What follows belongs to an exercise in optimizing a design on an open flow for small area; a production flow would make more cautious choices.
RTL that was checked went through simulation tests only; none was proved equivalent to the original.
Function not checked in runs 3 to 6: the RTL went through the layout flow alone.
In runs 4, 5 and 7 the design's own scripts or RTL, not TritonCTS, make the clock network.
No driver is modelled on the clock port, so clock power and skew are understated where the tree is cut down; a real chip needs a root buffer or a tree.
Power and IR drop assume default switching activity.

==> flow/design.v <==
module sonic(
	input clk,
	input rst,
	output reg trigger,
	input echo,
	output reg [3:0]num0,
	output [3:0]num1,
	output near
);
localparam [22:0] LZ = 23'd7813801;
localparam [11:0] PZ = 12'd974;
reg [22:0] L;
wire endHigh = trigger & L[1] & L[5] & L[8] & L[9] & L[15] & ~L[20] & L[21];
wire endLow = (L == LZ);
wire lfb = L[22] ^ L[17];
always @(posedge clk) begin
	if (rst) begin
		L <= LZ;
		trigger <= 1'b0;
	end else begin
		L <= ~({L[21:0], lfb} ^ {4'b0, endHigh, 18'b0});
		if (endLow) trigger <= 1'b1;
		else if (endHigh) trigger <= 1'b0;
	end
end
reg [11:0] P;
reg [3:0] u, t;
reg flag;
reg [3:0] n1c;
wire pw = P[1] & ~P[2] & P[5] & ~P[6] & ~P[8] & P[9] & ~P[10] & ~P[11];
wire pfb = P[11] ^ P[10];
wire sat = t[3] & t[2];
always @(posedge clk) begin
	if (rst | ~echo | pw) P <= PZ;
	else P <= ~{P[10:0], pfb};
	if (rst | ~echo) begin
		u <= 4'd0;
		t <= 4'd0;
	end else if (pw & ~sat) begin
		if (u == 4'd9) begin
			if (t == 4'd9) begin
				u <= 4'd12;
				t <= 4'd12;
			end else begin
				u <= 4'd0;
				t <= t + 4'd1;
			end
		end else
			u <= u + 4'd1;
	end
	flag <= ~rst & echo;
	if (rst) begin
		num0 <= 4'd0;
		n1c <= 4'd10;
	end else if (flag & ~echo) begin
		num0 <= u;
		n1c <= t;
	end
end
assign num1 = {n1c[3] & ~n1c[1], n1c[2], n1c[1] & ~n1c[3], n1c[0]};
assign near = ~n1c[3] & ~n1c[2];
endmodule
==> flow/run.sh <==
#!/bin/bash
# synth_recipe.tcl (not shown) runs the flow's synth.tcl, then flattens the netlist and writes it again
# the make line also repeats each setting of config.mk as NAME=value (left out here)
make -C /OpenROAD-flow-scripts/flow DESIGN_CONFIG=/design/flow/config.mk WORK_HOME=/design/flow/orfs CLKGATE_MAP_FILE= SYNTH_SCRIPT=/design/flow/synth_recipe.tcl finish
==> flow/config.mk <==
export PLATFORM = sky130hd
export DESIGN_NAME = sonic
export DESIGN_NICKNAME = sonic
export VERILOG_FILES = /design/flow/design.v
export SDC_FILE = /design/flow/constraint.sdc
export NUM_CORES = 4
export LEC_CHECK = 0
export CAP_MARGIN = 20
export CORE_MARGIN = 2
export CORE_UTILIZATION = 40
export SLEW_MARGIN = 20
==> flow/constraint.sdc <==
create_clock -name core_clock -period 25.0 [get_ports {clk}]
set_input_delay 5.0000 -clock core_clock [delete_from_list [all_inputs] [get_ports {clk}]]
set_output_delay 5.0000 -clock core_clock [all_outputs]
set_load 0.01 [all_outputs]
==> summary.txt, run 1 <==
The flow ran to the end and the layout has no timing, DRC or antenna violations. The via count of the first global-routing pass came out at 1,152. The clock insertion delay at the later pin of the skew report came out at 0.31 ns. TritonCTS built the clock tree.

The post-synthesis cell count is 184. In this run the tool buffered the top-level ports with 12 buffer cells. For this run, the number of Yosys warnings is 1. In this run, post-CTS repair resized a total of 0 instances.

The number of max-slew violations in the final report came out at 0. The number of H-tree levels is 2. The worst setup path is captured at a flop.

In this run the deepest clock path goes through 2 buffers. The signal arrival time at the worst endpoint came out at 6.99 ns. The number of distinct library cells after synthesis is 31.

The layout has 413 filler cells. The register-to-register setup slack is 23.50 ns. The largest vdd supply drop came out at 0.0000444 V. The first-pass GRT wire length is 5310 um. The number of nets in the layout came out at 198. The number of buffers inserted by hold repair at cts is 0. Setup repair after global routing left no endpoint under its margin. In the global route stage, overall resource usage came out at 13.3%. The number of vias in the routed layout came out at 1,230.

The hold path endpoint is P[8]. The total number of clock tree sinks came out at 53. The number of detailed-route iterations in the first pass came out at 4. The least setup slack across all paths after layout is 18.21 ns.

The setup skew after layout is 0.0148 ns. In the finished design, the share of the clock period the worst path needs comes to 27.2%. The HPWL after detailed placement came out at 2160 um. Of all nets on the critical path, the largest fanout is 33.

The relative slew slack is 35.0%. The number of buffers inserted during clock tree synthesis came out at 5. 0 antenna diodes ended up in the layout.

The type of the most critical hold path is flop to flop. The die height came out at 71.5 um. The antenna violation net count after detailed routing came out at 0. Entering global routing, the biggest net connects 34 pins. The final layout contains routed wiring with a total length of 3120 um.

For this block, the initial DRC count from the detailed router was 51. The tool flagged a number of max-cap violations equal to 0. The leakage power came out at 0.000813 uW.

The worst hold slack after final layout is 0.375 ns. Each instance of the synthesized netlist takes up on average 9.89 sq um. The cell depth of the worst hold path came out at 1. The number of placement rows is 24. The final-report setup violation count is 0. The cell type with the largest total area after synthesis is sky130_fd_sc_hd__dfxtp_1. The via density per instance is 4.96. Sorting the synthesized cells by area gives the leading types as sky130_fd_sc_hd__dfxtp_1 (58%), sky130_fd_sc_hd__nand2b_1 (5.8%), sky130_fd_sc_hd__nand2_1 (5.8%), sky130_fd_sc_hd__nor2_1 (4.7%), sky130_fd_sc_hd__a21oi_1 (3.0%). The total negative slack for setup checks is 0 ns.

The utilization after layout is 48.0%. Traced cell by cell, the critical path runs through clkdlybuf4s50_1, nand2b_1, inv_1, nand2_1, nor2_1. The power per unit of standard cell area came out at 77.3 nW/um^2. The die width came out at 71.5 um. The worst register-to-register path ends at t[2]. The initial antenna violation count came to 0. The number of synthesized register bits is 53. Counting cells, the worst reg-to-reg path comes to 4. The start-to-end type of the worst setup path is primary input to flop. The final count of hold timing violations came out at 0.

The core area is 4380 sq um. The critical hold path startpoint is P[7]. The worst setup path is launched from a primary input.

The slowest stage of the critical path is the sky130_fd_sc_hd__clkdlybuf4s50_1 cell. The global route total overflow came out at 0. The highest clock frequency the design can meet came out at 0.147 GHz. The maximum cell stage delay along the critical path came out at 1.11 ns. The required time reported for the critical path endpoint came out at 25.20 ns. In the routed design, unresolved DRC markers number 0.

The placer's final routability congestion estimate is 0.802. The top-level I/O count came out at 13. The net count of the mapped netlist is 187. From synthesis to final layout, the design area changed by 15.7%. The startpoint identified for the worst register-to-register timing path is P[2]. The share of final-layout standard cells stronger than drive strength 1 is 7.65%. The synthesized design devotes to its leading area cell type 58.3% of total area. The floorplan step defined a die boundary enclosing 5110 sq um. The setup fix buffers added after clock tree synthesis came out at 0.

Summing every instance area after synthesis gives 1820 sq um. The final routed wire length divided by cell count is 12.6 um. CTS placed an instance of sky130_fd_sc_hd__clkbuf_8 at the clock tree root. The initial cell density of the core is 41.5%. The worst slack after detailed placement came out at 17.91 ns.

The minimum clock period after layout is 6.79 ns. The worst-margin pin slew came out at 0.971 ns. The register area share after synthesis came out at 58.3%. Clock-pin slew was measured on the worst setup and hold paths at 0.09 ns.
==> worst max-delay path by stage <==
stage | startpoint | end | slack, ns | depth (start not counted)
6_report | rst | P[0] | 18.21 | 5
5_1_grt | rst | P[4] | 18.09 | 5
4_1_cts | rst | P[0] | 18.24 | 5
3_5_place_dp | rst | P[0] | 17.91 | 5
3_3_place_gp | rst | P[0] | 18.01 | 5
2_1_floorplan | rst | P[0] | 19.23 | 5
==> stage by stage <==
stage,power [uW],std cells,area (sq um)
finish,163,248,2110
CTS,164,248,2110
global placement,96.6,240,1970
detailed placement,96.9,240,1970
global route,169,248,2110
floorplan,94.7,184,1820
==> logic make-up (layout without fill, tap and decap cells) <==
| group | Yosys count | count (layout) | synth area share (%) |
|---|---|---|---|
| and+or+nand+nor | 96 | 96 | 29.6 |
| xor gates and xnor gates | 5 | 5 | 2.41 |
| buffers and inverters | 10 | 22 | 2.47 |
| AOI/OAI and AO/OA | 18 | 18 | 6.12 |
| muxes | 2 | 2 | 1.10 |
| DFF | 53 | 53 | 58.3 |
==> routing by layer <==
layer  wire, um  global-route usage, %
met4         62                   6.71
met3        116                   4.22
met2       1370                   19.0
met1       1570                   17.9
met5          0                      0
==> cells in the final DEF (no fill, tap or decap), types with 3 or more instances in the layout <==
cell	Yosys	routed
sky130_fd_sc_hd__nor2_1	23	23
sky130_fd_sc_hd__xor2_1	5	5
sky130_fd_sc_hd__nand2_1	28	28
sky130_fd_sc_hd__nand2b_1	17	17
sky130_fd_sc_hd__dfxtp_1	53	53
sky130_fd_sc_hd__nand4_1	6	6
sky130_fd_sc_hd__and4bb_2	3	3
sky130_fd_sc_hd__a21oi_1	11	11
sky130_fd_sc_hd__clkbuf_8	0	5
sky130_fd_sc_hd__clkdlybuf4s50_1	0	12
sky130_fd_sc_hd__nor2b_1	5	5
==> final cells by class <==
class	count	area (sq um)	share of cell area, %
clock buffer	5	68.8	3.27
clock inverter	3	68.8	3.27
multi-input combinational	121	714	33.9
inverter	2	7.51	0.357
tap	52	65.1	3.09
timing repair buffer	12	120	5.70
sequential	53	1060	50.4
==> worst max-delay path, delay by kind of cell <==
kind | cells | cell delay [ns]
buf+inv | 2 | 1.32
simple gates | 3 | 0.66
==> report_power, final <==
group | internal [uW] | total, uW | switching, uW
sequential | 87.2 | 88.9 | 1.73
combinational | 2.89 | 5.97 | 3.07
clock | 40.3 | 68.0 | 27.7
==> Yosys cell counts, drive strengths merged <==
cell type and count:
nand3 3, clkbuf 6, xor2 5, nand2 28, o221a 1, and2 1, nand4b 1, nor3b 1
o21ba 1, nor2 23, and4b 1, nand2b 17, nor3 2, and4bb 3, o21ai 1, or4 1
nor2b 5, nor4b 2, a21boi 1, o21bai 2, a21oi 11, nand4 6, buf 2, nand3b 2
o21a 1, mux2i 2, inv 2, dfxtp 53
==> flip-flops by register name (all words and copies together) (netlist names) <==
signal,count
L,23
P,12
n1c,4
num0,4
t,4
u,4
flag,1
trigger,1
==> run 2, diff against run 1 <==
==> flow/flow/run.sh (new file) <==
#!/bin/bash
# Standard ORFS layout (the standard.sh, standard synthesis unchanged) with two
# placement/CTS options changed:
#  - port buffers are the smallest buffer cell instead of the one buffer_ports picks;
#  - clock tree built from small clock buffers, without dummy balancing loads.
set -euo pipefail
export BUFFER_PORTS_ARGS="-buffer_cell sky130_fd_sc_hd__buf_1"
export CTS_ARGS="-sink_clustering_enable -repair_clock_nets -dont_use_dummy_load -buf_list {sky130_fd_sc_hd__clkbuf_2 sky130_fd_sc_hd__clkbuf_4 sky130_fd_sc_hd__clkbuf_8}"
bash standard.sh > standard_flow.log 2>&1
==> flow/standard.sh (new file) <==
#!/bin/bash
# synth_recipe.tcl (not shown) runs the flow's synth.tcl, then flattens the netlist and writes it again
# the make line also repeats each setting of config.mk as NAME=value (left out here)
make -C /OpenROAD-flow-scripts/flow DESIGN_CONFIG=/design/flow/config.mk WORK_HOME=/design/flow/orfs CLKGATE_MAP_FILE= SYNTH_SCRIPT=/design/flow/synth_recipe.tcl "${@:-finish}"
removed: flow/run.sh
==> run 2 against run 1 <==
- power is 17% lower
- critical path depth is 1 higher
- worst setup slack better by 0.81 ns
- synthesized cell count stayed put
- synthesized area stayed put
- clock skew is 0.0010 ns higher
- register-to-register slack hardly changed
- largest cell class unchanged
==> summary.txt, run 2 <==
The share of the synthesized area in the top cell type came out at 58.3% (unchanged). The top-level I/O count is 13 (unchanged). The die footprint is 5110 sq um (unchanged). The number of DRC markers in iteration 0 was 83 (was 51). The register area share after synthesis was 58.3% (unchanged). The worst slack after detailed placement is 18.72 ns (was 17.91 ns). The number of placement rows is 24 (unchanged). The number of vias in the routed layout came out at 1,191 (was 1,230).

The netlist area before placement is 1820 sq um (unchanged). The warning count from the yosys run is 1 (unchanged). The commonest non-fill, non-tap cell in the layout was sky130_fd_sc_hd__dfxtp_1 (unchanged). The worst reg2reg path endpoint is t[2] (unchanged). The critical path capture point is P[0] (unchanged).

Most used cells in the layout excluding fill and tap cells: sky130_fd_sc_hd__dfxtp_1 (53), sky130_fd_sc_hd__nand2_1 (28), sky130_fd_sc_hd__nor2_1 (23) (unchanged). The post-synthesis cell count is 184 (unchanged). The maximum cell stage delay along the critical path is 0.37 ns (was 1.11 ns).

The number of max-slew violations in the final report was 0 (unchanged). The total power after layout came out at 135 uW (was 163 uW). The sum of routed wire segments on met1 came out at 1530 um (was 1570 um). The launching instance or port of the critical path is rst (unchanged).

The async set or reset register ratio after synthesis is 0% (unchanged). The cell with the largest stage delay on the worst path is sky130_fd_sc_hd__nand2b_1 (was sky130_fd_sc_hd__clkdlybuf4s50_1). The number of synthesized register bits is 53 (unchanged). The number of distinct library cells after synthesis came out at 31 (unchanged).

The power per unit of standard cell area is 68.8 nW/um^2 (was 77.3 nW/um^2). The share of final-layout standard cells stronger than drive strength 1 is 6.70% (was 7.65%). The total negative slack for setup checks came to 0 ns (unchanged).

Cell types with the highest counts after synthesis: sky130_fd_sc_hd__dfxtp_1 (53), sky130_fd_sc_hd__nand2_1 (28), sky130_fd_sc_hd__nor2_1 (23) (unchanged). The start-to-end type of the worst setup path was primary input to flop (unchanged). The quantity of gates resized following cts is 0 (unchanged). Registers with the most flip-flops: L: 23 flops, P: 12 flops (unchanged). The internal power is 108 uW (was 130 uW). The setup skew after layout is 0.0158 ns (was 0.0148 ns). The register clock-pin slew on the reported worst setup and hold paths came to 0.09 ns (about the same). The switching power total came out at 27.7 uW (was 32.5 uW). The worst-margin pin slew is 0.474 ns (was 0.971 ns). The maximum count of clock buffers along a single path was 2 (unchanged). The clock insertion delay at the later pin of the skew report is 0.29 ns (was 0.31 ns). The number of buffers inserted during clock tree synthesis was 5 (unchanged). The type of the most critical hold path is flop to flop (unchanged). The total wire length is 2980 um (was 3120 um). The startpoint class of the critical path is a primary input (unchanged).

The count of flip-flops with a built-in enable after synthesis is 0 (unchanged). The placer's final routability congestion estimate came out at 0.762 (was 0.802). Unrepaired setup endpoints after global routing: no (unchanged).

The first-pass GRT wire length is 5060 um (was 5310 um). The wire length on met3 came to 94 um (was 116 um). The net count of the mapped netlist came out at 187 (unchanged).

The clock power share came to 30.4% (was 41.7%). The number of H-tree levels is 2 (unchanged). The switching share of power was 20.5% (was 19.9%).

The origin of the critical flop-to-flop path was P[2] (unchanged). The via density per instance came out at 4.84 (was 4.96). The initial cell density of the core is 41.5% (unchanged).

The top register by number of flip-flops is L (unchanged). The number of nets in the layout came out at 199 (was 198). The sequential share of power is 65.6% (was 54.6%). The leakage power came out at 0.000757 uW (was 0.000813 uW). The length in cells of the worst reg-to-reg path came out at 4 (unchanged). The number of detailed-route iterations in the first pass came to 4 (unchanged). The total number of clock tree sinks came out at 53 (unchanged).

The core area came out at 4380 sq um (unchanged). The clock root buffer master is sky130_fd_sc_hd__clkbuf_8 (unchanged). The initial antenna violation count came out at 0 (unchanged). The die height is 71.5 um (unchanged). Most area-consuming cells after synthesis: sky130_fd_sc_hd__dfxtp_1 (58%), sky130_fd_sc_hd__nand2b_1 (5.8%), sky130_fd_sc_hd__nand2_1 (5.8%), sky130_fd_sc_hd__nor2_1 (4.7%), sky130_fd_sc_hd__a21oi_1 (3.0%) (unchanged). The library cell with the highest instance count after synthesis is sky130_fd_sc_hd__dfxtp_1 (unchanged).

The cell depth of the worst hold path is 1 (unchanged). The HPWL after detailed placement came to 2120 um (was 2160 um). Outcome: finished clean (unchanged). The critical hold path startpoint is P[0] (was P[7]). The highest clock frequency the design can meet came to 0.167 GHz (was 0.147 GHz).

The number of diodes came to 0 (unchanged). The maximum number of pins on one net before global-route repair came to 34 (unchanged). The number of port buffers was 12 (unchanged). The required time reported for the critical path endpoint came out at 25.18 ns (was 25.20 ns). The biggest fanout along the worst timing path is 33 (unchanged). The share of the cycle needed by the critical path after routing came out at 23.9% (was 27.2%). The register-to-register setup slack was 23.51 ns (was 23.50 ns). Crit path cell chain: buf_1, buf_4, nand2b_1, inv_1, nand2_1, nor2_1 (was clkdlybuf4s50_1, nand2b_1, inv_1, nand2_1, nor2_1). The via count of the first global-routing pass is 1,177 (was 1,152). The number of flip-flops in the largest register came out at 23 (unchanged). The worst hold slack after final layout is 0.371 ns (was 0.375 ns). The least setup slack across all paths after layout was 19.02 ns (was 18.21 ns). The relative slew slack came out at 68.3% (was 35.0%). The setup fix buffers added after clock tree synthesis is 0 (unchanged). The highest layer used for signal routing is met4 (unchanged).

The final count of hold timing violations came out at 0 (unchanged). The number of max-cap violations came out at 0 (unchanged). The signal arrival time at the worst endpoint was 6.16 ns (was 6.99 ns).

The kind of end point of the critical path is a flop (unchanged). The minimum clock period after layout is 5.98 ns (was 6.79 ns). The mean cell area of the mapped netlist came out at 9.89 sq um (unchanged).

The antenna violation net count after detailed routing was 0 (unchanged). The TritonCTS clock tree was yes (unchanged). The global route total overflow came to 0 (unchanged). The final routed wire length divided by cell count is 12.1 um (was 12.6 um). The DRC violations left came out at 0 (unchanged).

The final-report setup violation count is 0 (unchanged). The largest vdd supply drop is 0.0000288 V (was 0.0000444 V). The number of buffers inserted by hold repair at cts came to 0 (unchanged). The layout overhead on the synthesized area came out at 8.18% (was 15.7%). The cell type with the largest total area after synthesis is sky130_fd_sc_hd__dfxtp_1 (unchanged).

The main flop type after synthesis was sky130_fd_sc_hd__dfxtp_1 (unchanged). The met2 routed wirelength came to 1310 um (was 1370 um). The aggregate global-route resource usage is 12.7% (was 13.3%). The share of total power in combinational logic is 4.0% (was 3.7%). The die width came out at 71.5 um (unchanged).
[run 2: final cells by class]
class,count,area [sq um]
clock buffer,5,68.8
fill,424,2410
inverter,2,7.51
multi-input combinational,121,714
sequential,53,1060
tap,52,65.1
timing repair buffer,13,52.6
[run 2: worst min-delay path by stage]
stage          endpoint  slack (ns)
6_report           P[1]        0.37
3_3_place_gp       P[8]        0.35
2_1_floorplan      P[1]        0.34
3_5_place_dp       P[8]        0.36
5_1_grt            P[8]        0.39
4_1_cts            P[8]        0.38
[run 2: power groups by stage]
stage	combinational, uW	clock [uW]	sequential, uW
2_1_floorplan	4.36	0	90.4
3_3_place_gp	5.32	0	90.8
3_5_place_dp	5.46	0	90.9
4_1_cts	5.50	43.8	88.9
5_1_grt	6.22	46.0	89.2
6_report	5.41	41.1	88.9
[run 2: critical path, delay by kind of cell]
| kind | cells | cell delay [ns] |
|---|---|---|
| buffers and inverters | 3 | 0.55 |
| and+or+nand+nor | 3 | 0.60 |
[run 2: kinds of logic after synthesis]
group                  after synthesis  share of synthesized area (%)
AO/OA/AOI/OAI                       18                           6.12
flip-flops                          53                           58.3
AND/OR/NAND/NOR                     96                           29.6
XOR/XNOR                             5                           2.41
buffers and inverters               10                           2.47
multiplexers                         2                           1.10
[run 2: metrics by stage]
stage          instances  util [%]  cell area [sq um]
3_5_place_dp         241      43.4               1900
3_3_place_gp         241      43.4               1900
5_1_grt              246      44.9               1970
6_report             246      44.9               1970
4_1_cts              246      44.9               1970
2_1_floorplan        184         -               1820
[run 2: layer usage]
layer  global-route usage (%)  vias up
met1                     16.2      545
met3                     3.80        4
li1                         -      626
met4                     5.66        0
met2                     19.8       16
met5                        0        -
==> run 3, diff against run 2 <==
--- a/flow/design.v
+++ b/flow/design.v
@@ -32,2 +32,7 @@
 wire sat = t[3] & t[2];
+wire inc = pw & ~sat;
+wire ci = inc & u[0];
+wire t9 = t[3] & t[0];
+wire tc = ci & u[3];
+wire tci = tc & t[0];
 always @(posedge clk) begin
@@ -38,13 +43,5 @@
 		t <= 4'd0;
-	end else if (pw & ~sat) begin
-		if (u == 4'd9) begin
-			if (t == 4'd9) begin
-				u <= 4'd12;
-				t <= 4'd12;
-			end else begin
-				u <= 4'd0;
-				t <= t + 4'd1;
-			end
-		end else
-			u <= u + 4'd1;
+	end else begin
+		u <= u ^ {ci & (u[1] & u[2] | u[3] & ~t9), ci & (u[1] | u[3] & t9), ci & ~u[3], inc};
+		t <= t ^ {tci & t[1] & t[2], tci & (t[1] | t[3]), tci & ~t[3], tc};
 	end
==> flow/flow/run.sh (replaced) <==
#!/bin/bash
# The standard layout (standard.sh) with these changes:
#  - synthesis maps logic with an area-oriented ABC script (flow/abc_area_map.script)
#    in place of ORFS's abc_speed.script; everything else in synthesis, including
#    synth_recipe.tcl and register mapping, is unchanged;
#  - port buffers are the smallest buffer cell instead of the one buffer_ports picks;
#  - no dummy balancing loads in the clock tree.
# Each tool's output goes to the ORFS logs under orfs/logs and to standard_flow.log.
set -euo pipefail
here=$(pwd)
rm -rf "$here/scripts_abc"
cp -r "$FLOW_HOME/scripts" "$here/scripts_abc"
cp "$here/flow/abc_area_map.script" "$here/scripts_abc/abc_speed.script"
export BUFFER_PORTS_ARGS="-buffer_cell sky130_fd_sc_hd__buf_1"
export CTS_ARGS="-sink_clustering_enable -repair_clock_nets -dont_use_dummy_load"
bash standard.sh SCRIPTS_DIR="$here/scripts_abc" finish > standard_flow.log 2>&1
==> flow/flow/abc_area_map.script (new file) <==
strash
dch -f
map -a
strash
dch -f
map -a
topo
==> run 3 against run 2 <==
- worst setup slack worse by 0.55 ns
- first-iteration DRC count down 20%
- via count down 3.4%
- sequential cell count unchanged
- clock skew down 0.013 ns
- final area down 6.9%
- final cell count up 1.2%
- non-clock buffer count down 1
- critical path depth unchanged
- sequential power up 0.6%
- still clean on timing, DRC and antenna
- critical endpoint unchanged
- register-to-register slack worse by 0.68 ns
==> summary.txt, run 3 <==
The top-level I/O count is 13 (unchanged). The warning count from the yosys run is 1 (unchanged). The setup fix buffers added after clock tree synthesis came out at 0 (unchanged). The aggregate global-route resource usage is 14.1% (was 12.7%). The largest vdd supply drop came out at 0.0000384 V (was 0.0000288 V).

The count of fill cells added during filler insertion is 404 (was 424). The number of max-slew violations in the final report came out at 0 (unchanged). The met2 track demand over resource in global routing came out at 20.3% (was 19.8%).

The total power after layout is 137 uW (was 135 uW). The biggest fanout along the worst timing path is 20 (was 33). The number of max-cap violations came out at 0 (unchanged). Crit path cell chain: buf_1, nor2_1, clkinv_1, nor2_1, clkinv_1, a21oi_1 (was buf_1, buf_4, nand2b_1, inv_1, nand2_1, nor2_1).

The type of the most critical hold path is flop to flop (unchanged). The clock insertion delay at the later pin of the skew report is 0.30 ns (was 0.29 ns). Unrepaired setup endpoints after global routing: no (unchanged). The maximum cell stage delay along the critical path came out at 0.42 ns (was 0.37 ns). The antenna violation net count after detailed routing came to 0 (unchanged). The die footprint came out at 4720 sq um (was 5110 sq um).

The number of detailed-route iterations in the first pass is 4 (unchanged). The TritonCTS clock tree is yes (unchanged). The met3 track utilization from global routing came out at 3.41% (was 3.80%). The hold path endpoint is P[8] (was P[1]). The relative slew slack was 38.8% (was 68.3%).

The placer's final routability congestion estimate came out at 0.774 (was 0.762). The power per unit of standard cell area came out at 74.7 nW/um^2 (was 68.8 nW/um^2). The async set or reset register ratio after synthesis came out at 0% (unchanged). The netlist area before placement was 1670 sq um (was 1820 sq um).

Most area-consuming cells after synthesis: sky130_fd_sc_hd__dfxtp_1 (63%), sky130_fd_sc_hd__nor2_1 (7.6%), sky130_fd_sc_hd__nand2_1 (6.5%), sky130_fd_sc_hd__clkinv_1 (4.7%), sky130_fd_sc_hd__a21oi_1 (3.0%) (was sky130_fd_sc_hd__dfxtp_1 (58%), sky130_fd_sc_hd__nand2b_1 (5.8%), sky130_fd_sc_hd__nand2_1 (5.8%), sky130_fd_sc_hd__nor2_1 (4.7%), sky130_fd_sc_hd__a21oi_1 (3.0%)). The mean cell area of the mapped netlist was 9.09 sq um (was 9.89 sq um). The worst-margin pin slew is 0.918 ns (was 0.474 ns). The commonest non-fill, non-tap cell in the layout was sky130_fd_sc_hd__dfxtp_1 (unchanged). The number of synthesized register bits is 53 (unchanged). Outcome: finished clean (unchanged). The share of the cycle needed by the critical path after routing was 26.1% (was 23.9%). The share of the synthesized area in the top cell type came to 63.4% (was 58.3%). The family with the most delay on the worst path is buffers and inverters (was simple AND/OR/NAND/NOR gates).

The leakage power was 0.000676 uW (was 0.000757 uW). The initial cell density of the core came to 41.8% (was 41.5%). The number of DRC markers in iteration 0 was 66 (was 83).

The minimum clock period after layout was 6.53 ns (was 5.98 ns). The worst reg2reg path endpoint is t[2] (unchanged). The first-pass GRT wire length is 4770 um (was 5060 um). The clock root buffer master is sky130_fd_sc_hd__clkbuf_8 (unchanged).

The origin of the critical flop-to-flop path is P[10] (was P[2]). The cell type with the largest total area after synthesis is sky130_fd_sc_hd__dfxtp_1 (unchanged). The die width is 68.7 um (was 71.5 um). The critical hold path startpoint is P[7] (was P[0]). The number of placement rows is 23 (was 24).

The DRC violations left came out at 0 (unchanged). The library cell with the highest instance count after synthesis is sky130_fd_sc_hd__dfxtp_1 (unchanged). The number of buffers inserted during clock tree synthesis is 5 (unchanged). The setup skew after layout was 0.00244 ns (was 0.0158 ns).

The count of flip-flops with a built-in enable after synthesis came out at 0 (unchanged). The register clock-pin slew on the reported worst setup and hold paths is 0.08 ns (was 0.09 ns). The highest clock frequency the design can meet came out at 0.153 GHz (was 0.167 GHz). The number of flip-flops in the largest register is 23 (unchanged). The layer with the highest usage after global routing is met2 (unchanged). The register area share after synthesis is 63.4% (was 58.3%). The top register by number of flip-flops is L (unchanged). The cell depth of the worst hold path came out at 1 (unchanged). The die height is 68.7 um (was 71.5 um).

The maximum number of pins on one net before global-route repair is 21 (was 34). The final routed wire length divided by cell count came to 10.9 um (was 12.1 um). The global routing usage on met1 came out at 18.8% (was 16.2%). The global route total overflow is 0 (unchanged). The number of vias in the routed layout is 1,150 (was 1,191). The initial antenna violation count is 0 (unchanged). The layout overhead on the synthesized area came to 9.65% (was 8.18%). The startpoint class of the critical path is a primary input (unchanged). The number of distinct library cells after synthesis came to 19 (was 31). The via count of the first global-routing pass is 1,085 (was 1,177). The core area is 4000 sq um (was 4380 sq um). Most used cells in the layout excluding fill and tap cells: sky130_fd_sc_hd__dfxtp_1 (53), sky130_fd_sc_hd__nor2_1 (34), sky130_fd_sc_hd__nand2_1 (29) (was sky130_fd_sc_hd__dfxtp_1 (53), sky130_fd_sc_hd__nand2_1 (28), sky130_fd_sc_hd__nor2_1 (23)). The register-to-register setup slack came out at 22.83 ns (was 23.51 ns).

The total negative slack for setup checks is 0 ns (unchanged). The number of diodes came out at 0 (unchanged). The cell with the largest stage delay on the worst path was sky130_fd_sc_hd__nor2_1 (was sky130_fd_sc_hd__nand2b_1). The length in cells of the worst reg-to-reg path came out at 13 (was 4). The net count of the mapped netlist is 189 (was 187). The final count of hold timing violations is 0 (unchanged).

The final-report setup violation count came out at 0 (unchanged). The start-to-end type of the worst setup path is primary input to flop (unchanged). The via density per instance came out at 4.62 (was 4.84). The quantity of gates resized following cts is 0 (unchanged).

The buffers plus inverters on the worst setup path came to 3 (unchanged). The maximum count of clock buffers along a single path is 2 (unchanged). The signal arrival time at the worst endpoint came out at 6.76 ns (was 6.16 ns). The number of nets in the layout is 206 (was 199).

The number of buffers inserted by hold repair at cts is 0 (unchanged). The HPWL after detailed placement is 1940 um (was 2120 um). The share of final-layout standard cells stronger than drive strength 1 came out at 3.02% (was 6.70%). The post-synthesis cell count is 184 (unchanged). Cell types with the highest counts after synthesis: sky130_fd_sc_hd__dfxtp_1 (53), sky130_fd_sc_hd__nor2_1 (34), sky130_fd_sc_hd__nand2_1 (29) (was sky130_fd_sc_hd__dfxtp_1 (53), sky130_fd_sc_hd__nand2_1 (28), sky130_fd_sc_hd__nor2_1 (23)).

The kind of end point of the critical path is a flop (unchanged). Registers with the most flip-flops: L: 23 flops, P: 12 flops (unchanged). The number of port buffers is 12 (unchanged).

The main flop type after synthesis is sky130_fd_sc_hd__dfxtp_1 (unchanged). The total number of clock tree sinks was 53 (unchanged). The number of H-tree levels came out at 2 (unchanged).

The total wire length came out at 2720 um (was 2980 um). The required time reported for the critical path endpoint is 25.23 ns (was 25.18 ns).
[run 3: changes by cell type after synthesis, moves of 3 or more]
cell,delta
sky130_fd_sc_hd__nor2b_1,-5
sky130_fd_sc_hd__o21ai_0,+8
sky130_fd_sc_hd__nor4_1,+4
sky130_fd_sc_hd__xor2_1,-5
sky130_fd_sc_hd__clkbuf_1,-6
sky130_fd_sc_hd__nor2_1,+11
sky130_fd_sc_hd__and4bb_2,-3
sky130_fd_sc_hd__clkinv_1,+21
sky130_fd_sc_hd__nand2b_1,-17
sky130_fd_sc_hd__a211oi_1,+5
sky130_fd_sc_hd__nand4_1,-3
[run 3: per-layer routing]
| layer | vias to the layer above | share of wire, % |
|---|---|---|
| met5 | - | 0 |
| met4 | 0 | 2.7 |
| met3 | 8 | 3.4 |
| met2 | 13 | 39 |
| met1 | 497 | 55 |
| li1 | 632 | - |
[run 3: final cells by class]
class                   count  area [sq um]  area share, %
flip-flops and latches     53          1060           57.8
inverters                  21          78.8           4.30
multi-input cells         108           518           28.2
clock buffers               5          68.8           3.75
well taps                  50          62.6           3.41
repair buffers             12          45.0           2.46
[run 3: cells by family (layout without fill, tap and decap cells)]
logic type	Yosys count	count (layout)	share of synthesized area [%]
AND/OR/NAND/NOR	77	77	19.1
flip-flops	53	53	63.4
AO/OA/AOI/OAI	29	29	10.3
buffers and inverters	23	38	5.61
adder cells (fa/ha/maj)	2	2	1.50
[run 3: power breakdown]
group | switching [uW] | internal [uW] | total (uW)
clock network | 23.9 | 18.1 | 42.0
logic | 3.66 | 1.93 | 5.59
registers | 1.83 | 87.6 | 89.4
[run 3: worst register-to-register path, cell delays in order (launching register included)]
cell,delay (ns)
sky130_fd_sc_hd__dfxtp_1,0.32
sky130_fd_sc_hd__nor2_1,0.10
sky130_fd_sc_hd__clkinv_1,0.08
sky130_fd_sc_hd__nor2_1,0.08
sky130_fd_sc_hd__nand2_1,0.07
sky130_fd_sc_hd__a211oi_1,0.18
sky130_fd_sc_hd__ha_1,0.25
sky130_fd_sc_hd__clkinv_1,0.09
sky130_fd_sc_hd__nor2_1,0.19
sky130_fd_sc_hd__ha_1,0.22
sky130_fd_sc_hd__clkinv_1,0.10
sky130_fd_sc_hd__a21oi_1,0.19
sky130_fd_sc_hd__o21ai_0,0.10
sky130_fd_sc_hd__a21oi_1,0.12
[run 3: worst max-delay path by stage]
stage / startpoint / to / cells past startpoint / slack [ns]
6_report: rst / P[0] / 6 / 18.47
3_5_place_dp: rst / P[0] / 6 / 18.15
5_1_grt: rst / P[0] / 6 / 18.27
4_1_cts: rst / P[0] / 6 / 18.48
2_1_floorplan: echo / P[0] / 6 / 18.89
3_3_place_gp: rst / P[0] / 6 / 18.22
[run 3: stage by stage]
stage | std cells | hold slack [ns] | setup WS, ns | area, sq um | util [%]
2_1_floorplan | 184 | 0.352 | 18.89 | 1670 | -
3_3_place_gp | 244 | 0.366 | 18.22 | 1770 | 44.1
3_5_place_dp | 244 | 0.367 | 18.15 | 1770 | 44.1
4_1_cts | 249 | 0.387 | 18.48 | 1830 | 45.9
5_1_grt | 249 | 0.401 | 18.27 | 1830 | 45.9
6_report | 249 | 0.382 | 18.47 | 1830 | 45.9
==> run 4, diff against run 3 <==
==> flow/flow/run.sh (replaced) <==
#!/bin/bash
# The standard layout (standard.sh) with these changes:
#  - synthesis maps logic with an area-oriented ABC script (flow/abc_area_map.script)
#    in place of ORFS's abc_speed.script; everything else in synthesis, including
#    synth_recipe.tcl and register mapping, is unchanged;
#  - port buffers are the smallest buffer cell instead of the one buffer_ports picks;
#  - the clock tree is one clock buffer (flow/clock_buffer.tcl) in place of TritonCTS;
#    the rest of ORFS's CTS step (timing repair, placement legalisation) is unchanged.
# Each tool's output goes to the ORFS logs under orfs/logs and to standard_flow.log.
set -euo pipefail
here=$(pwd)
rm -rf "$here/scripts_mod"
cp -r "$FLOW_HOME/scripts" "$here/scripts_mod"
cp "$here/flow/abc_area_map.script" "$here/scripts_mod/abc_speed.script"
sed -i 's|^log_cmd clock_tree_synthesis {\*}\$cts_args$|source $::env(CLOCK_BUFFER_TCL)|' "$here/scripts_mod/cts.tcl"
grep -q CLOCK_BUFFER_TCL "$here/scripts_mod/cts.tcl"
export CLOCK_BUFFER_TCL="$here/flow/clock_buffer.tcl"
export CLOCK_BUFFER_CELL=sky130_fd_sc_hd__clkbuf_8
export CLOCK_BUFFER_COUNT=3
export BUFFER_PORTS_ARGS="-buffer_cell sky130_fd_sc_hd__buf_1"
bash standard.sh SCRIPTS_DIR="$here/scripts_mod" finish > standard_flow.log 2>&1
==> flow/flow/clock_buffer.tcl (new file) <==
# Clock distribution used in place of TritonCTS for this small design: the
# clock port drives CLOCK_BUFFER_COUNT clock buffers, each placed at the centre
# of a cluster of register clock pins (k-means on the placed registers) and
# driving the clock pins of that cluster.
set cell $::env(CLOCK_BUFFER_CELL)
set k $::env(CLOCK_BUFFER_COUNT)
set block [ord::get_db_block]
set port_net [$block findNet clk]
set master [[ord::get_db] findMaster $cell]
set pins {}
foreach iterm [$port_net getITerms] {
  set loc [[$iterm getInst] getLocation]
  lappend pins [list $iterm [lindex $loc 0] [lindex $loc 1]]
}
set n [llength $pins]
# initial centres: pins spread along the sorted x order
set sorted [lsort -integer -index 1 $pins]
set cx {}
set cy {}
for {set c 0} {$c < $k} {incr c} {
  set p [lindex $sorted [expr {int(($c + 0.5) * $n / $k)}]]
  lappend cx [lindex $p 1]
  lappend cy [lindex $p 2]
}
for {set it 0} {$it < 50} {incr it} {
  set assign {}
  foreach p $pins {
    set best 0
    set bd -1
    for {set c 0} {$c < $k} {incr c} {
      set dx [expr {[lindex $p 1] - [lindex $cx $c]}]
      set dy [expr {[lindex $p 2] - [lindex $cy $c]}]
      set d [expr {abs($dx) + abs($dy)}]
      if {$bd < 0 || $d < $bd} { set bd $d; set best $c }
    }
    lappend assign $best
  }
  set ncx {}
  set ncy {}
  for {set c 0} {$c < $k} {incr c} {
    set sx 0; set sy 0; set m 0
    foreach p $pins a $assign {
      if {$a == $c} { incr sx [lindex $p 1]; incr sy [lindex $p 2]; incr m }
    }
    if {$m > 0} {
      lappend ncx [expr {$sx / $m}]; lappend ncy [expr {$sy / $m}]
    } else {
      lappend ncx [lindex $cx $c]; lappend ncy [lindex $cy $c]
    }
  }
  set cx $ncx
  set cy $ncy
}
$port_net setSigType CLOCK
for {set c 0} {$c < $k} {incr c} {
  set buf [odb::dbInst_create $block $master clkbuf_leaf_$c]
  set leaf [odb::dbNet_create $block clknet_leaf_$c]
  $leaf setSigType CLOCK
  set m 0
  foreach p $pins a $assign {
    if {$a == $c} {
      set iterm [lindex $p 0]
      $iterm disconnect
      $iterm connect $leaf
      incr m
    }
  }
  [$buf findITerm A] connect $port_net
  [$buf findITerm X] connect $leaf
  $buf setLocation [lindex $cx $c] [lindex $cy $c]
  $buf setPlacementStatus PLACED
  puts "clock_buffer.tcl: $cell clkbuf_leaf_$c drives $m clock pins"
}
==> run 4 against run 3 <==
- worst setup slack worse by 0.11 ns
- clock skew up 0.0064 ns
- final cell count down 0.80%
- sequential cell count unchanged
- critical endpoint unchanged
- still clean on timing, DRC and antenna
- wire length down 2.0%
- die area unchanged
- sequential share of layout area up 0.88 points
==> summary.txt, run 4 <==
The count of flip-flops with a built-in enable after synthesis came out at 0 (unchanged). The cell with the largest stage delay on the worst path was sky130_fd_sc_hd__nor2_1 (unchanged). The die height was 68.7 um (unchanged). The register area share after synthesis is 63.4% (unchanged). The number of placement rows came out at 23 (unchanged). The netlist area before placement came to 1670 sq um (unchanged). Most area-consuming cells after synthesis: sky130_fd_sc_hd__dfxtp_1 (63%), sky130_fd_sc_hd__nor2_1 (7.6%), sky130_fd_sc_hd__nand2_1 (6.5%), sky130_fd_sc_hd__clkinv_1 (4.7%), sky130_fd_sc_hd__a21oi_1 (3.0%) (unchanged). The required time reported for the critical path endpoint was 25.10 ns (was 25.23 ns). The number of diodes is 0 (unchanged). The cell depth of the worst setup path is 6 (unchanged). The number of flip-flops in the largest register is 23 (unchanged). The worst-margin pin slew is 0.895 ns (was 0.918 ns).

The post-synthesis cell count is 184 (unchanged). The signal arrival time at the worst endpoint came to 6.73 ns (was 6.76 ns). Unrepaired setup endpoints after global routing: no (unchanged). The post-place instance area is 1770 sq um (unchanged). The share of the cycle needed by the critical path after routing was 26.5% (was 26.1%). The kind of end point of the critical path is a flop (unchanged).

The core area is 4000 sq um (unchanged). The total negative slack for setup checks came out at 0 ns (unchanged). The number of distinct library cells after synthesis is 19 (unchanged).

The net count of the mapped netlist came out at 189 (unchanged). The number of synthesized register bits came out at 53 (unchanged). The aggregate global-route resource usage came out at 12.4% (was 14.1%). Registers with the most flip-flops: L: 23 flops, P: 12 flops (unchanged). The number of nets in the layout came out at 204 (was 206). The length in cells of the worst reg-to-reg path is 13 (unchanged). Crit path cell chain: buf_1, nor2_1, clkinv_1, nor2_1, clkinv_1, a21oi_1 (unchanged). The largest vdd supply drop is 0.0000447 V (was 0.0000384 V). The global route total overflow is 0 (unchanged). The maximum cell stage delay along the critical path came to 0.41 ns (was 0.42 ns). Most used cells in the layout excluding fill and tap cells: sky130_fd_sc_hd__dfxtp_1 (53), sky130_fd_sc_hd__nor2_1 (34), sky130_fd_sc_hd__nand2_1 (29) (unchanged). The share of the synthesized area in the top cell type is 63.4% (unchanged).

The number of max-slew violations in the final report came out at 0 (unchanged). The setup fix buffers added after clock tree synthesis is 0 (unchanged). The final-report setup violation count is 0 (unchanged). The number of port buffers is 12 (unchanged). The design area came out at 1810 sq um (was 1830 sq um). The family with the most delay on the worst path is buffers and inverters (unchanged). The number of max-cap violations came to 0 (unchanged). The first-pass GRT wire length is 4660 um (was 4770 um). The number of detailed-route iterations in the first pass is 4 (unchanged).

The commonest non-fill, non-tap cell in the layout was sky130_fd_sc_hd__dfxtp_1 (unchanged). The start-to-end type of the worst setup path is primary input to flop (unchanged). The final count of hold timing violations came out at 0 (unchanged).

The power per unit of standard cell area is 69.7 nW/um^2 (was 74.7 nW/um^2). The final routed wire length divided by cell count is 10.8 um (was 10.9 um). The type of the most critical hold path is flop to flop (unchanged). The leakage power came out at 0.000662 uW (was 0.000676 uW).

The top register by number of flip-flops is L (unchanged). The minimum clock period after layout came to 6.63 ns (was 6.53 ns). The DRC violations left is 0 (unchanged). The number of buffers inserted by hold repair at cts is 0 (unchanged). The startpoint class of the critical path is a primary input (unchanged). The setup skew after layout is 0.00880 ns (was 0.00244 ns). The total wire length is 2670 um (was 2720 um). The via density per instance was 4.64 (was 4.62). The relative slew slack is 40.3% (was 38.8%). The cell depth of the worst hold path came out at 1 (unchanged). Outcome: finished clean (unchanged). The maximum number of pins on one net before global-route repair came out at 21 (unchanged). The buffers plus inverters on the worst setup path came out at 3 (unchanged). The top-level I/O count came out at 13 (unchanged). The layout overhead on the synthesized area is 8.00% (was 9.65%).

The initial antenna violation count came out at 0 (unchanged). The placer's final routability congestion estimate came out at 0.774 (unchanged). The biggest fanout along the worst timing path came out at 20 (unchanged). The quantity of gates resized following cts came out at 0 (unchanged). The mean cell area of the mapped netlist is 9.09 sq um (unchanged). The async set or reset register ratio after synthesis is 0% (unchanged). The register clock-pin slew on the reported worst setup and hold paths came to 0.10 ns (was 0.08 ns). The HPWL after detailed placement came out at 1940 um (unchanged). The main flop type after synthesis is sky130_fd_sc_hd__dfxtp_1 (unchanged). The cell type with the largest total area after synthesis is sky130_fd_sc_hd__dfxtp_1 (unchanged). The via count of the first global-routing pass came to 1,066 (was 1,085). The share of final-layout standard cells stronger than drive strength 1 is 2.03% (was 3.02%). The die width came out at 68.7 um (unchanged).

The highest clock frequency the design can meet came out at 0.151 GHz (was 0.153 GHz). The worst hold slack after final layout came out at 0.388 ns (was 0.382 ns). The clock insertion delay at the later pin of the skew report came out at 0.16 ns (was 0.30 ns). The library cell with the highest instance count after synthesis is sky130_fd_sc_hd__dfxtp_1 (unchanged). The number of vias in the routed layout came out at 1,145 (was 1,150).

The antenna violation net count after detailed routing is 0 (unchanged). The warning count from the yosys run was 1 (unchanged). Cell types with the highest counts after synthesis: sky130_fd_sc_hd__dfxtp_1 (53), sky130_fd_sc_hd__nor2_1 (34), sky130_fd_sc_hd__nand2_1 (29) (unchanged). The utilization after layout is 45.2% (was 45.9%). The die footprint was 4720 sq um (unchanged). The number of DRC markers in iteration 0 came out at 37 (was 66). The initial cell density of the core is 41.8% (unchanged).
-- run 4: cell counts after synthesis --
No cell type changed its count.
-- run 4: final cells by class --
type | instances | area [sq um]
tap | 50 | 62.6
sequential | 53 | 1060
buffer | 3 | 41.3
timing repair buffer | 12 | 45.0
fill | 405 | 2190
inverter | 21 | 78.8
multi-input combinational | 108 | 518
-- run 4: path summary, 6_finish.rpt --
path                            startpoint    to  slack (ns)
worst max register to register       P[10]  t[2]       22.83
worst min-delay path                  P[7]  P[8]        0.39
worst min register to register        P[7]  P[8]        0.39
worst max-delay path                   rst  P[0]       18.37
-- run 4: where the power goes --
group          switching, uW  total, uW  internal, uW
logic                   3.65       5.58          1.93
registers               1.85       89.5          87.6
clock network           19.7       30.9          11.2
total                   25.2        126           101
-- run 4: through the flow --
| stage | worst slack, ns | cells | total power (uW) |
|---|---|---|---|
| 2_1_floorplan | 18.89 | 184 | 95.0 |
| 5_1_grt | 18.14 | 247 | 132 |
| 3_3_place_gp | 18.22 | 244 | 97.1 |
| 6_report | 18.37 | 247 | 126 |
| 4_1_cts | 18.16 | 247 | 121 |
| 3_5_place_dp | 18.15 | 244 | 97.1 |
-- run 4: logic make-up (layout without fill, tap and decap cells) --
logic type / after synthesis / in the layout / share of synthesized area, %
AOI/OAI and AO/OA: 29 / 29 / 10.3
adders and majority gates: 2 / 2 / 1.50
buffers and inverters: 23 / 36 / 5.61
DFF: 53 / 53 / 63.4
and+or+nand+nor: 77 / 77 / 19.1
-- run 4: per-layer routing --
layer,share of wire (%),vias to the layer above,wire [um],GRT usage [%]
li1,-,628,-,-
met1,55,499,1470,18.7
met2,40,14,1080,19.8
met3,3.2,4,85,0.974
met4,1.3,0,36,1.75
met5,0,-,0,0
==> run 5, diff against run 4 <==
--- a/flow/flow/run.sh
+++ b/flow/flow/run.sh
@@ -17,4 +17,4 @@
 export CLOCK_BUFFER_TCL="$here/flow/clock_buffer.tcl"
-export CLOCK_BUFFER_CELL=sky130_fd_sc_hd__clkbuf_8
-export CLOCK_BUFFER_COUNT=3
+export CLOCK_BUFFER_CELL=sky130_fd_sc_hd__clkbuf_16
+export CLOCK_BUFFER_COUNT=2
 export BUFFER_PORTS_ARGS="-buffer_cell sky130_fd_sc_hd__buf_1"
==> run 5 against run 4 <==
- global-route usage is 0.10 points higher
- largest cell class unchanged
- sequential power about the same
- first-iteration DRC count grew 14%
- critical path type unchanged
==> summary.txt, run 5 <==
The quantity of gates resized following cts came out at 0 (unchanged). The family with the most delay on the worst path was simple AND/OR/NAND/NOR gates (was buffers and inverters). The first-pass GRT wire length came out at 4690 um (was 4660 um).

The initial cell density of the core was 41.8% (unchanged). The share of the cycle needed by the critical path after routing came to 26.7% (was 26.5%). The signal arrival time at the worst endpoint is 6.76 ns (was 6.73 ns). The core area is 4000 sq um (unchanged).

The setup fix buffers added after clock tree synthesis is 0 (unchanged). The net count of the mapped netlist is 189 (unchanged). The netlist area before placement is 1670 sq um (unchanged).

The power per unit of standard cell area is 71.6 nW/um^2 (was 69.7 nW/um^2). Registers with the most flip-flops: L: 23 flops, P: 12 flops (unchanged). The number of diodes came out at 0 (unchanged). The relative slew slack came out at 39.8% (was 40.3%).

The cell type with the largest total area after synthesis is sky130_fd_sc_hd__dfxtp_1 (unchanged). The placer's final routability congestion estimate came out at 0.774 (unchanged). The top-level I/O count came to 13 (unchanged). Crit path cell chain: buf_1, nor2_1, clkinv_1, nor2_1, clkinv_1, nor2_1 (was buf_1, nor2_1, clkinv_1, nor2_1, clkinv_1, a21oi_1).

The highest layer used for signal routing is met4 (unchanged). The cell with the largest stage delay on the worst path is sky130_fd_sc_hd__nor2_1 (unchanged). The number of max-slew violations in the final report is 0 (unchanged).

The final routed wire length divided by cell count is 10.9 um (was 10.8 um). The number of detailed-route iterations in the first pass came out at 4 (unchanged). Outcome: finished clean (unchanged). The DRC violations left is 0 (unchanged).

The highest clock frequency the design can meet came out at 0.150 GHz (was 0.151 GHz). The post-place instance area came to 1770 sq um (unchanged). The number of port buffers is 12 (unchanged). The number of buffers inserted by hold repair at cts is 0 (unchanged). The count of fill cells added during filler insertion came out at 403 (was 405). The number of max-cap violations is 0 (unchanged). The design area came out at 1820 sq um (was 1810 sq um). The die height is 68.7 um (unchanged). The number of nets in the layout came out at 203 (was 204). The layout overhead on the synthesized area came out at 8.53% (was 8.00%).

The buffers plus inverters on the worst setup path came out at 3 (unchanged). The total power after layout is 130 uW (was 126 uW). The leakage power is 0.000665 uW (was 0.000662 uW). The share of the synthesized area in the top cell type came out at 63.4% (unchanged). The main flop type after synthesis is sky130_fd_sc_hd__dfxtp_1 (unchanged). The antenna violation net count after detailed routing came to 0 (unchanged). The number of DRC markers in iteration 0 is 42 (was 37).

The minimum clock period after layout came to 6.68 ns (was 6.63 ns). Most area-consuming cells after synthesis: sky130_fd_sc_hd__dfxtp_1 (63%), sky130_fd_sc_hd__nor2_1 (7.6%), sky130_fd_sc_hd__nand2_1 (6.5%), sky130_fd_sc_hd__clkinv_1 (4.7%), sky130_fd_sc_hd__a21oi_1 (3.0%) (unchanged). The warning count from the yosys run is 1 (unchanged). The aggregate global-route resource usage came out at 12.5% (was 12.4%). The placed cell count came out at 244 (unchanged). The type of the most critical hold path is flop to flop (unchanged).

The async set or reset register ratio after synthesis came out at 0% (unchanged). The kind of end point of the critical path is a flop (unchanged). The via density per instance came to 4.57 (was 4.64).

The sum of routed wire segments on met1 is 1520 um (was 1470 um). The setup skew after layout is 0.0142 ns (was 0.00880 ns). The number of flip-flops in the largest register came out at 23 (unchanged).

The start-to-end type of the worst setup path was primary input to flop (unchanged). The wire length on met3 is 59 um (was 85 um). The filler-free cell count of the finished design is 246 (was 247).

Unrepaired setup endpoints after global routing: no (unchanged). The required time reported for the critical path endpoint came out at 25.09 ns (was 25.10 ns). Most used cells in the layout excluding fill and tap cells: sky130_fd_sc_hd__dfxtp_1 (53), sky130_fd_sc_hd__nor2_1 (34), sky130_fd_sc_hd__nand2_1 (29) (unchanged). The number of distinct library cells after synthesis came out at 19 (unchanged). The number of placement rows is 23 (unchanged).

The post-synthesis cell count came to 184 (unchanged). The number of vias in the routed layout came out at 1,125 (was 1,145). The critical path's most frequent cell is sky130_fd_sc_hd__nor2_1. The worst-margin pin slew came out at 0.903 ns (was 0.895 ns).

The total negative slack for setup checks is 0 ns (unchanged). The maximum number of pins on one net before global-route repair came to 30 (was 21). The met2 routed wirelength came out at 1080 um (about the same). The die footprint is 4720 sq um (unchanged). Cell types with the highest counts after synthesis: sky130_fd_sc_hd__dfxtp_1 (53), sky130_fd_sc_hd__nor2_1 (34), sky130_fd_sc_hd__nand2_1 (29) (unchanged). The die width came out at 68.7 um (unchanged).

The global route total overflow was 0 (unchanged). The HPWL after detailed placement is 1940 um (unchanged). The initial antenna violation count came out at 0 (unchanged). The maximum cell stage delay along the critical path came to 0.42 ns (was 0.41 ns).

The total wire length is 2690 um (was 2670 um). The via count of the first global-routing pass is 1,055 (was 1,066). The utilization after layout is 45.4% (was 45.2%). The clock insertion delay at the later pin of the skew report is 0.16 ns (about the same).

The count of flip-flops with a built-in enable after synthesis is 0 (unchanged). The library cell with the highest instance count after synthesis is sky130_fd_sc_hd__dfxtp_1 (unchanged). The biggest fanout along the worst timing path is 20 (unchanged).

The register area share after synthesis came out at 63.4% (unchanged). The top register by number of flip-flops is L (unchanged). The number of synthesized register bits is 53 (unchanged). The register clock-pin slew on the reported worst setup and hold paths is 0.09 ns (was 0.10 ns). The largest vdd supply drop is 0.0000631 V (was 0.0000447 V). The mean cell area of the mapped netlist is 9.09 sq um (unchanged).

The commonest non-fill, non-tap cell in the layout is sky130_fd_sc_hd__dfxtp_1 (unchanged). The final-report setup violation count came out at 0 (unchanged). The startpoint class of the critical path is a primary input (unchanged). The share of final-layout standard cells stronger than drive strength 1 came to 1.53% (was 2.03%). The final count of hold timing violations is 0 (unchanged).
[run 5: cell types whose count changed in the layout (fill, tap and decap cells not counted), sizes merged]
cell / delta
clkbuf: -1
[run 5: kinds of logic after synthesis]
logic type / synth area share (%)
adder cells (fa/ha/maj): 1.50
flip-flops: 63.4
buffers and inverters: 5.61
AND/OR/NAND/NOR: 19.1
AO/OA/AOI/OAI: 10.3
[run 5: path summary, 6_finish.rpt]
check	from	to	slack [ns]	cells past startpoint
worst max-delay path	rst	P[5]	18.32	6
worst min-delay path	P[7]	P[8]	0.38	1
worst max register to register	P[10]	t[2]	22.80	13
worst min register to register	P[7]	P[8]	0.38	1
[run 5: per-stage QoR]
stage / setup slack (ns) / hold slack [ns]
6_report: 18.32 / 0.384
5_1_grt: 18.12 / 0.402
4_1_cts: 18.16 / 0.367
3_5_place_dp: 18.15 / 0.367
3_3_place_gp: 18.22 / 0.366
2_1_floorplan: 18.89 / 0.352
[run 5: layout make-up]
class                           instances  area, sq um  share of cell area, %
Timing Repair Buffer                   12         45.0                   2.48
Sequential cell                        53         1060                   58.4
Multi-Input combinational cell        108          518                   28.5
Buffer                                  2         50.0                   2.76
Inverter                               21         78.8                   4.34
Tap cell                               50         62.6                   3.45
[run 5: routing by layer]
metal | track usage, % | vias to the layer above
met3 | 0.974 | 2
li1 | - | 628
met4 | 1.25 | 0
met5 | 0 | -
met1 | 19.2 | 489
met2 | 19.8 | 6
[run 5: power by group]
part | internal (uW) | switching (uW)
logic | 1.93 | 3.66
clock network | 14.7 | 20.2
registers | 87.6 | 1.85
total | 104 | 25.7
[run 5: worst register-to-register path: cells and delay by family (launching register included)]
family | cells | cell delay (ns)
AO/OA/AOI/OAI | 4 | 0.60
flip-flops | 1 | 0.33
adder cells (fa/ha/maj) | 2 | 0.48
AND/OR/NAND/NOR | 4 | 0.46
buffers and inverters | 3 | 0.27
==> run 6, diff against run 5 <==
--- a/flow/design.v
+++ b/flow/design.v
@@ -13,3 +13,3 @@
 wire endHigh = trigger & L[1] & L[5] & L[8] & L[9] & L[15] & ~L[20] & L[21];
-wire endLow = (L == LZ);
+wire endLow = (L[22:5] == LZ[22:5]) && (L[2:0] == LZ[2:0]);
 wire lfb = L[22] ^ L[17];
--- a/flow/flow/run.sh
+++ b/flow/flow/run.sh
@@ -17,3 +17,3 @@
 export CLOCK_BUFFER_TCL="$here/flow/clock_buffer.tcl"
-export CLOCK_BUFFER_CELL=sky130_fd_sc_hd__clkbuf_16
+export CLOCK_BUFFER_CELL=sky130_fd_sc_hd__clkbuf_8
 export CLOCK_BUFFER_COUNT=2
--- a/flow/config.mk
+++ b/flow/config.mk
@@ -9,3 +9,3 @@
 export CORE_MARGIN = 2
-export CORE_UTILIZATION = 40
+export CORE_UTILIZATION = 85
 export SLEW_MARGIN = 20
==> run 6 against run 5 <==
- the run now fails in global placement without I/O (3_1_place_gp_skip_io)
- synthesized area down 0.60%
- synthesized cell count is 1.1% lower
==> summary.txt, run 6 <==
The tool reported: "[ERROR GPL-0301] Utilization 100.924 % exceeds 100%". The number of distinct library cells after synthesis came out at 18 (was 19). The share of the synthesized area in the top cell type came to 63.8% (was 63.4%). The number of synthesized register bits is 53 (unchanged). The initial cell density of the core is 93.3% (was 41.8%). The mean cell area of the mapped netlist is 9.14 sq um (was 9.09 sq um).

The die height is 48.2 um (was 68.7 um). The library cell with the highest instance count after synthesis is sky130_fd_sc_hd__dfxtp_1 (unchanged). The register area share after synthesis is 63.8% (was 63.4%). Cell types with the highest counts after synthesis: sky130_fd_sc_hd__dfxtp_1 (53), sky130_fd_sc_hd__nor2_1 (31), sky130_fd_sc_hd__nand2_1 (28) (was sky130_fd_sc_hd__dfxtp_1 (53), sky130_fd_sc_hd__nor2_1 (34), sky130_fd_sc_hd__nand2_1 (29)). The number of placement rows is 15 (was 23). Outcome: stopped before the end (was finished clean). The async set or reset register ratio after synthesis is 0% (unchanged). The netlist area before placement is 1660 sq um (was 1670 sq um).

The cell type with the largest total area after synthesis was sky130_fd_sc_hd__dfxtp_1 (unchanged). The net count of the mapped netlist is 187 (was 189). The die width was 48.2 um (was 68.7 um). Most area-consuming cells after synthesis: sky130_fd_sc_hd__dfxtp_1 (64%), sky130_fd_sc_hd__nor2_1 (7.0%), sky130_fd_sc_hd__nand2_1 (6.3%), sky130_fd_sc_hd__clkinv_1 (5.0%), sky130_fd_sc_hd__a21oi_1 (3.0%) (was sky130_fd_sc_hd__dfxtp_1 (63%), sky130_fd_sc_hd__nor2_1 (7.6%), sky130_fd_sc_hd__nand2_1 (6.5%), sky130_fd_sc_hd__clkinv_1 (4.7%), sky130_fd_sc_hd__a21oi_1 (3.0%)). The warning count from the yosys run is 1 (unchanged).

Progress stopped at global placement without I/O (3_1_place_gp_skip_io). The main flop type after synthesis is sky130_fd_sc_hd__dfxtp_1 (unchanged). The post-synthesis cell count came out at 182 (was 184). The count of flip-flops with a built-in enable after synthesis came out at 0 (unchanged).
-- run 6: cells by family after synthesis --
| logic type | after synthesis | synth area share, % |
|---|---|---|
| and+or+nand+nor | 74 | 18.4 |
| adders and majority gates | 2 | 1.50 |
| DFF | 53 | 63.8 |
| AOI/OAI and AO/OA | 29 | 10.4 |
| buffers and inverters | 24 | 5.87 |
==> run 7, diff against run 6 <==
--- a/flow/design.v
+++ b/flow/design.v
@@ -31,6 +31,5 @@
 wire pfb = P[11] ^ P[10];
-wire sat = t[3] & t[2];
+wire sat = t[3] & t[1];
 wire inc = pw & ~sat;
 wire ci = inc & u[0];
-wire t9 = t[3] & t[0];
 wire tc = ci & u[3];
@@ -44,4 +43,4 @@
 	end else begin
-		u <= u ^ {ci & (u[1] & u[2] | u[3] & ~t9), ci & (u[1] | u[3] & t9), ci & ~u[3], inc};
-		t <= t ^ {tci & t[1] & t[2], tci & (t[1] | t[3]), tci & ~t[3], tc};
+		u <= u ^ {ci & (u[1] & u[2] | u[3]), ci & u[1], ci & ~u[3], inc};
+		t <= t ^ {tci & t[1] & t[2], tci & t[1], tci, tc};
 	end
@@ -52,4 +51,4 @@
 	end else if (flag & ~echo) begin
-		num0 <= u;
-		n1c <= t;
+		num0 <= {u[3] | sat, u[2] | sat, u[1] & ~sat, u[0] & ~sat};
+		n1c <= {t[3], t[2] | sat, t[1] & ~sat, t[0]};
 	end
--- a/flow/flow/run.sh
+++ b/flow/flow/run.sh
@@ -4,5 +4,7 @@
 #    in place of ORFS's abc_speed.script; everything else in synthesis, including
-#    synth_recipe.tcl and register mapping, is unchanged;
+#    synth_recipe.tcl and register mapping, is unchanged, except that half/full
+#    adders are left to ABC rather than mapped to adder cells (ADDER_MAP_FILE empty);
 #  - port buffers are the smallest buffer cell instead of the one buffer_ports picks;
-#  - the clock tree is one clock buffer (flow/clock_buffer.tcl) in place of TritonCTS;
+#  - the clock tree is CLOCK_BUFFER_COUNT clock buffers fed by the clock port, each
+#    driving one cluster of registers (flow/clock_buffer.tcl), in place of TritonCTS;
 #    the rest of ORFS's CTS step (timing repair, placement legalisation) is unchanged.
@@ -18,4 +20,4 @@
 export CLOCK_BUFFER_CELL=sky130_fd_sc_hd__clkbuf_8
-export CLOCK_BUFFER_COUNT=2
+export CLOCK_BUFFER_COUNT=3
 export BUFFER_PORTS_ARGS="-buffer_cell sky130_fd_sc_hd__buf_1"
-bash standard.sh SCRIPTS_DIR="$here/scripts_mod" finish > standard_flow.log 2>&1
+bash standard.sh SCRIPTS_DIR="$here/scripts_mod" ADDER_MAP_FILE= finish > standard_flow.log 2>&1
--- a/flow/config.mk
+++ b/flow/config.mk
@@ -9,3 +9,3 @@
 export CORE_MARGIN = 2
-export CORE_UTILIZATION = 85
+export CORE_UTILIZATION = 65
 export SLEW_MARGIN = 20
==> run 7 against run 6 <==
- now clean on timing, DRC and antenna
- synthesized cell count shrank 0.55%
- synthesized area shrank 2.9%
==> summary.txt, run 7 <==
The die height is 53.8 um (was 48.2 um). Counting instances, the worst hold path has a depth of 1. The leakage power came out at 0.000661 uW. The number of DRC markers in iteration 0 came out at 13. The main combinational cell family by area after synthesis was simple AND/OR/NAND/NOR gates (unchanged). The warning count from the yosys run is 1 (unchanged). Internal power comes to 100 uW. The setup skew after layout is 0.0292 ns. The die footprint is 2900 sq um. The number of synthesized register bits came out at 53 (unchanged). The highest clock frequency the design can meet is 0.152 GHz. In the layout the commonest cells are sky130_fd_sc_hd__dfxtp_1 (53), sky130_fd_sc_hd__nand2_1 (34), sky130_fd_sc_hd__nor2_1 (32). Sequential cells account for 71.7% of the total power.

The first-pass GRT wire length is 4090 um. Detailed placement finished with a half-perimeter wire length of 1870 um. The core area came out at 2410 sq um. The largest registers in the layout are L: 23 flops, P: 12 flops. The startpoint class of the critical path is a primary input. After detailed routing, the number of remaining DRC violations is 0.

The layout overhead on the synthesized area came out at 6.74%. The total overflow left after global routing is 0. The post-place instance area is 1680 sq um.

The final-report setup violation count is 0. The initial antenna violation count came out at 0. The register clock-pin slew on the reported worst setup and hold paths is 0.11 ns. The worst register-to-register path begins at P[6]. The number of detailed-route iterations in the first pass came out at 4. The number of diodes came out at 0. The number of placement rows is 18 (was 15).

The register area share after synthesis is 65.7% (was 63.8%). Global routing used 18.5% of the available tracks. The synthesized-area fraction occupied by ao, oa, aoi and oai cells came out at 9.30% (was 10.4%). Of the total power, the share spent switching nets is 19.3%. Most area-consuming cells after synthesis: sky130_fd_sc_hd__dfxtp_1 (66%), sky130_fd_sc_hd__nand2_1 (7.9%), sky130_fd_sc_hd__nor2_1 (7.4%), sky130_fd_sc_hd__a21oi_1 (4.7%), sky130_fd_sc_hd__o21ai_0 (4.7%) (was sky130_fd_sc_hd__dfxtp_1 (64%), sky130_fd_sc_hd__nor2_1 (7.0%), sky130_fd_sc_hd__nand2_1 (6.3%), sky130_fd_sc_hd__clkinv_1 (5.0%), sky130_fd_sc_hd__a21oi_1 (3.0%)). The biggest fanout along the worst timing path is 16. The minimum clock period after layout came out at 6.59 ns.

The total negative slack for setup checks is 0 ns. The clock insertion delay at the later pin of the skew report came out at 0.16 ns. The final count of hold timing violations came out at 0.

The number of vias in the routed layout is 1,173. The register-to-register setup slack is 23.11 ns. The start-to-end type of the worst setup path is primary input to flop. The post-synthesis cell count is 181 (was 182). The finished cells cover 1720 sq um.

The commonest non-fill, non-tap cell in the layout is sky130_fd_sc_hd__dfxtp_1. After the last flow step, the layout net total stands at 199. The xor/xnor share of the synthesized area was 0% (unchanged). The initial cell density of the core came out at 67.0% (was 93.3%). Cell types with the highest counts after synthesis: sky130_fd_sc_hd__dfxtp_1 (53), sky130_fd_sc_hd__nand2_1 (34), sky130_fd_sc_hd__nor2_1 (32) (was sky130_fd_sc_hd__dfxtp_1 (53), sky130_fd_sc_hd__nor2_1 (31), sky130_fd_sc_hd__nand2_1 (28)). STA puts the critical path data arrival time at 6.69 ns. The final routed wire length divided by cell count came out at 11.4 um. The share of the cycle needed by the critical path after routing is 26.3%.

The quantity of gates resized following cts came out at 0. The library cell with the highest instance count after synthesis is sky130_fd_sc_hd__dfxtp_1 (unchanged). Dividing the detail-routed via count by the number of cells gives 5.24.

The number of distinct library cells after synthesis came out at 11 (was 18). At the pin with the least slew margin, the transition time is 0.684 ns. The relative slew slack came out at 54.4%.

The mean cell area of the mapped netlist was 8.92 sq um (was 9.14 sq um). The async set or reset register ratio after synthesis was 0% (unchanged). The critical hold path startpoint is P[8]. The kind of end point of the critical path is a flop. The number of flip-flops in the largest register is 23. The maximum number of pins on one net before global-route repair is 23. The number of buffers inserted by hold repair at cts is 0. The net count of the mapped netlist came out at 184 (was 187). The netlist area before placement is 1610 sq um (was 1660 sq um). Setup repair after global routing left no endpoint under its margin.

The number of max-cap violations came out at 0. The via count of the first global-routing pass is 969. After clock tree synthesis, the setup repair step added 0 buffers.

The worst reg2reg path endpoint is t[2]. The main flop type after synthesis is sky130_fd_sc_hd__dfxtp_1 (unchanged). The share of synthesized cell area in full adder, half adder and majority cells is 0% (was 1.50%). The cell type with the largest total area after synthesis is sky130_fd_sc_hd__dfxtp_1 (unchanged). Outcome: finished clean (was stopped before the end). The switching power total is 24.1 uW. The largest vdd supply drop came out at 0.0000688 V. The simple-gate portion of the synthesized area came to 20.1% (was 18.4%).

At the worst endpoint, the required time is 25.11 ns. The share of the synthesized area in the top cell type is 65.7% (was 63.8%). Routability-driven placement finished with a final weighted congestion of 0.774.

The type of the most critical hold path is flop to flop. Combinational logic is responsible for 4.3% of the overall power. The power per unit of standard cell area came out at 72.3 nW/um^2. The top-level I/O count is 13. The number of max-slew violations in the final report came to 0. The multiplexer share of the synthesized area came out at 0% (unchanged). Once detail routing completed, the nets flagged for antenna violations numbered 0. The number of port buffers came out at 12. The count of flip-flops with a built-in enable after synthesis came out at 0 (unchanged). The share of final-layout standard cells stronger than drive strength 1 is 1.55%. The die width is 53.8 um (was 48.2 um).

More flip-flops sit in one register than any other, and that register is L. The hold path endpoint is P[9]. The clock power share came out at 24.0%.

The length in cells of the worst reg-to-reg path came out at 7. The total wire length is 2550 um.
[run 7: worst max-delay path, cell delays in order]
cell and delay [ns]:
sky130_fd_sc_hd__buf_1 0.29, sky130_fd_sc_hd__nor2_1 0.42, sky130_fd_sc_hd__clkinv_1 0.21, sky130_fd_sc_hd__nor2_1 0.39, sky130_fd_sc_hd__clkinv_1 0.23, sky130_fd_sc_hd__a21oi_1 0.15
[run 7: routing by layer]
metal	vias to the layer above	global-route usage (%)	share of wire, %	wire [um]
li1	611	-	-	-
met1	538	25.1	48	1240
met2	21	31.7	46	1170
met3	3	1.94	4.2	106
met4	0	4.27	1.6	40
met5	-	0	0	0
[run 7: cell families (layout without fill, tap and decap cells)]
kind of cell / Yosys count / after routing
compound gates: 30 / 30
simple gates: 79 / 79
buf+inv: 19 / 32
flops: 53 / 53
[run 7: power groups by stage]
stage                     combinational, uW  sequential (uW)  clock (uW)
after detailed placement               5.40             91.2           0
after CTS                              5.41             91.3        23.8
after floorplan                        3.60             90.9           0
after global routing                   6.27             89.7        33.7
after global placement                 5.22             91.1           0
final                                  5.36             89.3        29.9
[run 7: metrics by stage]
step                utilization [%]  setup WS (ns)  power, uW  cells  hold WS (ns)
global placement               69.8          18.33       96.3    221         0.360
global route                   71.5          18.17        130    224         0.376
floorplan                         -          18.85       94.5    181         0.352
detailed placement             69.8          18.22       96.6    221         0.366
CTS                            71.5          18.24        121    224         0.366
finish                         71.5          18.41        125    224         0.363
[run 7: worst max path at each step]
stage / from / to / slack, ns / depth (start not counted)
floorplan: echo / P[0] / 18.85 / 6
detailed placement: rst / P[0] / 18.22 / 6
finish: rst / P[0] / 18.41 / 6
global placement: rst / P[0] / 18.33 / 6
global route: rst / P[0] / 18.17 / 6
CTS: rst / P[0] / 18.24 / 6
[run 7: layout make-up]
class | instances | area (sq um)
sequential | 53 | 1060
fill | 190 | 687
multi-input combinational | 109 | 474
inverter | 17 | 63.8
timing repair buffer | 12 | 45.0
buffer | 3 | 41.3
tap | 30 | 37.5

Check on run 7: ideal ports give 18.414 ns setup slack; a clkbuf_16 on the clock port and buf_2 on the inputs give 18.437 ns; moving port delays by the midpoint clock arrival (0.193 ns) as well gives 18.244 ns.
